This is an optimization exercise on Yosys and OpenROAD, whose aim is small area, a short achievable clock period and few clock cycles per item, not a production implementation.
In this exercise RTL edits were held to simulation tests only and were not proved equivalent to the original.
Power is estimated from default activity; no workload was simulated.

$ cat flow/run.sh
#!/bin/bash
# synth_recipe.tcl (not shown) runs the flow's synth.tcl, then flattens the netlist and writes it again
# the make line also repeats each setting of config.mk as NAME=value (left out here)
make -C /OpenROAD-flow-scripts/flow DESIGN_CONFIG=/design/flow/config.mk WORK_HOME=/design/flow/orfs CLKGATE_MAP_FILE= SYNTH_SCRIPT=/design/flow/synth_recipe.tcl finish
$ cat flow/config.mk
export PLATFORM = sky130hd
export DESIGN_NAME = procesamiento
export DESIGN_NICKNAME = procesamiento
export VERILOG_FILES = /design/flow/design.v
export SDC_FILE = /design/flow/constraint.sdc
export NUM_CORES = 4
export LEC_CHECK = 0
export CAP_MARGIN = 20
export CORE_MARGIN = 2
export CORE_UTILIZATION = 40
export SLEW_MARGIN = 20
$ cat flow/constraint.sdc
create_clock -name core_clock -period 10.0 [get_ports {clk}]
set_input_delay 2.0000 -clock core_clock [delete_from_list [all_inputs] [get_ports {clk}]]
set_output_delay 2.0000 -clock core_clock [all_outputs]
set_load 0.01 [all_outputs]
$ cat flow/design.v
`timescale 10ns / 1ns
module procesamiento#(
		parameter n = 120,   
		parameter m = 160,   
		parameter AW = 15,		  
	    parameter DW = 12		  
		)
		(
		clk,
		rst,
		init_procesamiento,
		proc_addr_in,  
	    proc_data_in,  
	    color,
	    figure,
	    done
   );
        input clk;
		input rst;
		input init_procesamiento;
		output reg [AW-1: 0] proc_addr_in;  
	    input [DW-1: 0] proc_data_in;  
		output reg [1:0] color; 
		output reg [1:0] figure;
		output reg  done;
		reg [18:0] R;
		reg [18:0] G;
		reg [18:0] B;
		localparam min_R=0;
		localparam min_G=0;
		localparam min_B=0;
localparam INIT=0,ADD_COL=1,SEL_COL=2,ADD_ACH_MAY=3,DONE_state=4,CARGAR_DATO=5,NOTHING=6, imaSiz=19200;
reg Done_sig,Add_Anc_May, Sel_Color, Add_Columna, Cargar_Dato, Reset;
reg [2:0]status;
reg was_init_procesamiento;  
reg aux_init_procesamiento;  
reg enable;
reg [7:0] col;
reg [6:0] fil;
localparam min_ancho_actual=7;
reg [7:0] ancho_actual;
reg [7:0] ancho_anterior;
reg [6:0] ancho_mayor;
reg [6:0] fila_valida;
always @(negedge clk) begin
    if(rst|Reset) begin
        color<=0; 
        figure<=0;
        done<=0;
        col<=1;
        fil<=1;
        ancho_actual<=0;
        ancho_anterior<=0;
        ancho_mayor<=0;
        fila_valida<=0;
        R<=0;
        G<=0;
        B<=0;
        aux_init_procesamiento<=0;
        proc_addr_in<=15'b1111_1111_1111_111;
        end
        else begin
        if(Cargar_Dato) begin
          proc_addr_in<=proc_addr_in+1;
        end
        else if(Done_sig) begin
        done<=1;
        aux_init_procesamiento<=0;
        if(ancho_actual>min_ancho_actual)begin 
                fila_valida<=fila_valida+1;
                if(ancho_anterior<ancho_actual)ancho_mayor<=ancho_mayor+1;
            end
        if(R>G&R>B) color<=1;  
        else if(G>R&G>B) color<=2;  
        else if(B>R&B>G) color<=3;  
        else color<=0;
        if(fila_valida>=ancho_mayor&ancho_mayor>(fila_valida>>1)) figure<=1;  
        else if((fila_valida>>1)>=ancho_mayor&ancho_mayor>(fila_valida>>2)) figure<=2;  
        else if(fila_valida>0) figure<=3;  
        else figure<=0;
        end
        else if (Add_Anc_May)begin
        fil<=fil+3;
        proc_addr_in<=proc_addr_in+2*m;
        col<=0;
            if(ancho_actual>min_ancho_actual)begin 
                fila_valida<=fila_valida+1;
                if(ancho_anterior<ancho_actual)ancho_mayor<=ancho_mayor+1;
            end
        ancho_anterior<=ancho_actual;
        ancho_actual<=0;       
        end
        else if (Sel_Color)begin
         ancho_actual<=ancho_actual+1;
         R<=R+proc_data_in[11:8];
        G<=G+proc_data_in[7:4];
        B<=B+proc_data_in[3:0];
        end 
        else if (Add_Columna)begin
        col<=col+1; 
        end
    end        
end
always @(posedge clk)begin
    if(rst|Reset)begin
    status<=0;
    Done_sig<=0;
    Add_Anc_May<=0; 
    Sel_Color<=0; 
    Add_Columna<=0; 
    Cargar_Dato<=0;
    Reset<=0;
    enable<=1;
    was_init_procesamiento<=0;
    end
    else begin
     case (status)
         INIT:begin
         Done_sig<=0;
         Add_Anc_May<=0;
         Sel_Color<=0;
         Add_Columna<=0;
         Cargar_Dato<=0;
         if((~was_init_procesamiento)|enable)begin
            if(init_procesamiento|enable)begin
               was_init_procesamiento<=1;
               Reset<=0;
               status<=CARGAR_DATO;
               enable<=0;       
            end
         aux_init_procesamiento<=init_procesamiento;
         end
         if(~init_procesamiento) Reset<=1;
         end
         CARGAR_DATO:begin 
         Done_sig<=0;
         Add_Anc_May<=0;
         Sel_Color<=0;
         Add_Columna<=0;
         Cargar_Dato<=1;
         if(proc_data_in[11:8]>=min_R|proc_data_in[7:4]>=min_G|proc_data_in[3:0]>=min_B) begin 
         status<=SEL_COL;
         end
         else if(col>=m) begin
         status<=ADD_ACH_MAY;
         end
         else status<=ADD_COL;
         end
         SEL_COL: begin
         Done_sig<=0;
         Add_Anc_May<=0;
         Sel_Color<=1;
         Add_Columna<=0;
         Cargar_Dato<=0;
         if(col>=m)begin
         status<=ADD_ACH_MAY;
         end
         else status<=ADD_COL;
         end
         ADD_ACH_MAY:begin
         Add_Anc_May<=1;
         Sel_Color<=0;
         Add_Columna<=0;
         Cargar_Dato<=0;
         status<=ADD_COL;
         end
         ADD_COL:begin 
         Done_sig<=0;
         Add_Anc_May<=0;
         Sel_Color<=0;
         Add_Columna<=1;
         Cargar_Dato<=0;
         if(fil>n) status<=DONE_state;
         else status<=CARGAR_DATO;      
         end
         DONE_state:begin
             Done_sig<=1;
             Add_Anc_May<=0;
             Sel_Color<=0;
             Add_Columna<=0;
             Cargar_Dato<=0;
             was_init_procesamiento<=0;
         status<=NOTHING;
         end
         NOTHING:begin
             if(init_procesamiento)begin
                 status<=INIT;
                 enable<=1;
                 Reset<=1;  
              end
         end
         default: status<=INIT;
    endcase
 end
end
endmodule
==> results.sh <==
export IMPL_status="finished clean"
export IMPL_cts_sinks=133
export IMPL_die_w_um=144
export IMPL_wire_per_inst_um=12.8
export IMPL_rows=51
export IMPL_grt_max_degree=58
export IMPL_design_area_um2=9540
export IMPL_tns_ns=0
export IMPL_gr_total_overflow=0
export IMPL_synthMuxAreaShare_pct=0.510
export IMPL_synth_xor_area_share_pct=8.14
export IMPL_final_layout_size_suffix_gt1_share_pct=4.11
export IMPL_grt_setup_unrepaired="no"
export IMPL_finalSetupViolations=0
export IMPL_placed_cell_area_um2=8480
export IMPL_core_um2=19300
export IMPL_cts_hold_buffers=0
export IMPL_syn_area_per_cell_um2=8.28
export IMPL_critPathLaunchType="input port"
export IMPL_synth_compound_area_share_pct=14.5
export IMPL_clk_pin_slew_ns=0.03
export IMPL_netlist_area_um2=7850
export IMPL_vias_per_cell=5.07
export IMPL_synthTopCellsByArea="dfxtp_1 34%, ha_1 16%, xnor2_1 5.8%, a21oi_1 4.7%, nor2_1 4.6%"
export IMPL_clk_latency_ns=0.47
export IMPL_start_util_pct=40.6
export IMPL_post_cts_buffers=0
export IMPL_ys_async_sr_fraction_pct=0
export IMPL_cts_root_buf="clkbuf_16"
export IMPL_top_layer_used="met4"
export IMPL_ys_types=54
export IMPL_cts_max_level=4
export IMPL_path_cells="clkdlybuf4s50_1 -> ha_1 -> inv_1 -> fa_1 -> nor2b_1 -> o21ai_0 -> a21oi_1 -> and4_1 -> nand4_1 -> xor2_1 -> nor2_1"
export IMPL_met2_length_mm=8.46
export IMPL_p_per_area_nw_per_um2=180
export IMPL_yosysSeqAreaShare_pct=33.9
export IMPL_synth_top_family_by_area="simple AND/OR/NAND/NOR gates"
export IMPL_yosysTopAreaCellShare_pct=33.9
export IMPL_report_final_slew_viol_count=0
export IMPL_synthAdderAreaFrac_pct=17.2
export IMPL_vdd_drop_max_uv=143
export IMPL_slew_headroom_pct=44.9
export IMPL_arrival_ns=4.34
export IMPL_die_h_um=144
export IMPL_hold_viol=0
export IMPL_hold_class="reg -> reg"
export IMPL_synth_edff_count=0
export IMPL_static_leakage_power_nw=4.24
export IMPL_fin_skew_ns=0.0343
export IMPL_crit_fanout=5
export IMPL_drtIter0Drc=294
export IMPL_m1WireLength_mm=8.35
export IMPL_synth_top_area_cell="dfxtp_1"
export IMPL_cts_resized=0
export IMPL_critPathKind="in -> reg"
export IMPL_tightest_slew_ns=0.824
export IMPL_fin_nets=1226
export IMPL_clk_path_buf_depth=2
export IMPL_dpl_hpwl_mm=12.5
export IMPL_track_usage_pct=18.3
export IMPL_cts_tree="yes"
export IMPL_gp_congestion=0.831
export IMPL_yosys_area_share_simple_pct=20.5
export IMPL_die_area_um2=20800
export IMPL_portBuffers=34
export IMPL_synthCells=949
export IMPL_antenna_found_initial=0
export IMPL_cp_slowest_cell="clkdlybuf4s50_1"
export IMPL_grt_pass1_vias=7097
export IMPL_ys_warn_count=1
export IMPL_ios=35
export IMPL_max_stage_delay_ns=0.45
export IMPL_end_kind="flop"
export IMPL_wl_met3_um=687
export IMPL_vias=7005
export IMPL_syn_nets=1070
export IMPL_holdWs_ns=0.447
export IMPL_diodes=0
export IMPL_worst_ep_required_time_ns=5.30
export IMPL_syn_to_final_growth_pct=21.4
export IMPL_grt_pass1_wl_mm=30.8
export IMPL_antenna_left=0
export IMPL_synth_ff_type="dfxtp_1"
export IMPL_cts_buffers=17
export IMPL_drc=0
export IMPL_drt_pass1_iter_count=5
export IMPL_maxCapViolations=0
export IMPL_synth_seq_cells=133
export IMPL_finalWirelength_mm=17.8
[cells in the mapped netlist (2+ instances only)]
library cell,instances
a21o_1,21
xor2_1,21
nand2_1,93
nand3_1,46
o21a_1,9
o2111ai_1,2
or4_1,3
or2_2,4
nor3_1,14
a21oi_1,74
a221oi_1,3
ha_1,103
o31ai_1,3
nor4_1,8
and3_1,12
nor2_1,96
a31oi_1,6
clkbuf_1,22
o22ai_1,2
o21ai_0,39
a211oi_1,14
nand2b_1,2
and4_1,4
nand3b_1,3
inv_1,83
fa_1,3
nand4_1,24
dfxtp_1,133
or3_1,18
xnor2_1,52
a41o_1,2
mux2i_1,4
nor2b_1,5
[cell usage in the layout (no fill, tap or decap), drive strengths merged, types with 9 or more instances in the layout]
master,n
xnor2,52
o21a,9
a21oi,74
ha,103
dfxtp,133
inv,211
nand2,93
clkbuf,19
or3,18
o21ai,40
nand4,24
a21o,21
xor2,21
nor3,14
and3,12
nand3,46
nor2,97
clkdlybuf4s50,34
a211oi,15
[per-layer routing]
| layer | GRT usage (%) | vias to the layer above |
|---|---|---|
| met5 | 0 | - |
| met4 | 8.88 | 0 |
| met3 | 5.83 | 24 |
| met2 | 29.7 | 118 |
| met1 | 21.9 | 3247 |
| li1 | - | 3616 |
[logic make-up (layout without fill, tap and decap cells)]
kind of cell               count (synthesis)  in the layout
xor gates and xnor gates                  73             73
AOI/OAI and AO/OA                        187            187
muxes                                      4              4
DFF                                      133            133
and+or+nand+nor                          338            338
adders and majority gates                106            106
buffers and inverters                    108            277
[flip-flops by register name, summed over array words and instances (netlist names), 2 cells and up]
name / flops
G: 19
ancho_mayor: 7
R: 19
B: 19
figure: 2
ancho_anterior: 8
color: 2
ancho_actual: 8
fila_valida: 7
fil: 7
status: 3
proc_addr_in: 15
col: 8
[cell type report]
class | count | area [µm²]
clock buffer | 19 | 433
fill | 1935 | 9800
tap | 265 | 332
multi-input combinational | 708 | 4780
inverter | 82 | 308
clock inverter | 135 | 629
timing repair buffer | 41 | 393
sequential | 133 | 2660
[power by group]
| group | switching (mW) | total (mW) | internal [mW] |
|---|---|---|---|
| Sequential | 0.0522 | 0.622 | 0.569 |
| Combinational | 0.145 | 0.258 | 0.113 |
| Clock | 0.378 | 0.840 | 0.463 |
[worst max-delay path: cells and delay by family]
family                     cells  cell delay (ns)
adders and majority gates      2             0.56
and+or+nand+nor                4             0.67
buffers and inverters          2             0.50
xor gates and xnor gates       1             0.15
AOI/OAI and AO/OA              2             0.45
[final timing paths]
check	from	endpoint	slack (ns)	depth (start not counted)
max	proc_data_in[0]	B[18]$_SDFFE_NP0P_	0.96	11
min	ancho_anterior[0]$_SDFFE_NP0P_	ancho_anterior[0]$_SDFFE_NP0P_	0.45	2
max reg2reg	Cargar_Dato$_SDFFE_PP0P_	G[18]$_SDFFE_NP0P_	2.17	7
min reg2reg	ancho_anterior[0]$_SDFFE_NP0P_	ancho_anterior[0]$_SDFFE_NP0P_	0.45	2
[metrics by stage]
step | total power [mW] | instances | setup slack, ns | utilization, %
after floorplan | 0.869 | 949 | 1.30 | -
after global placement | 0.958 | 1230 | 0.561 | 43.8
after detailed placement | 0.963 | 1230 | 0.565 | 43.8
after CTS | 1.75 | 1383 | 1.00 | 49.3
after global routing | 1.86 | 1383 | 0.793 | 49.3
final | 1.72 | 1383 | 0.961 | 49.3
Testbench counts, summed over its fixed seeds: cycles 615,824, frames 32.
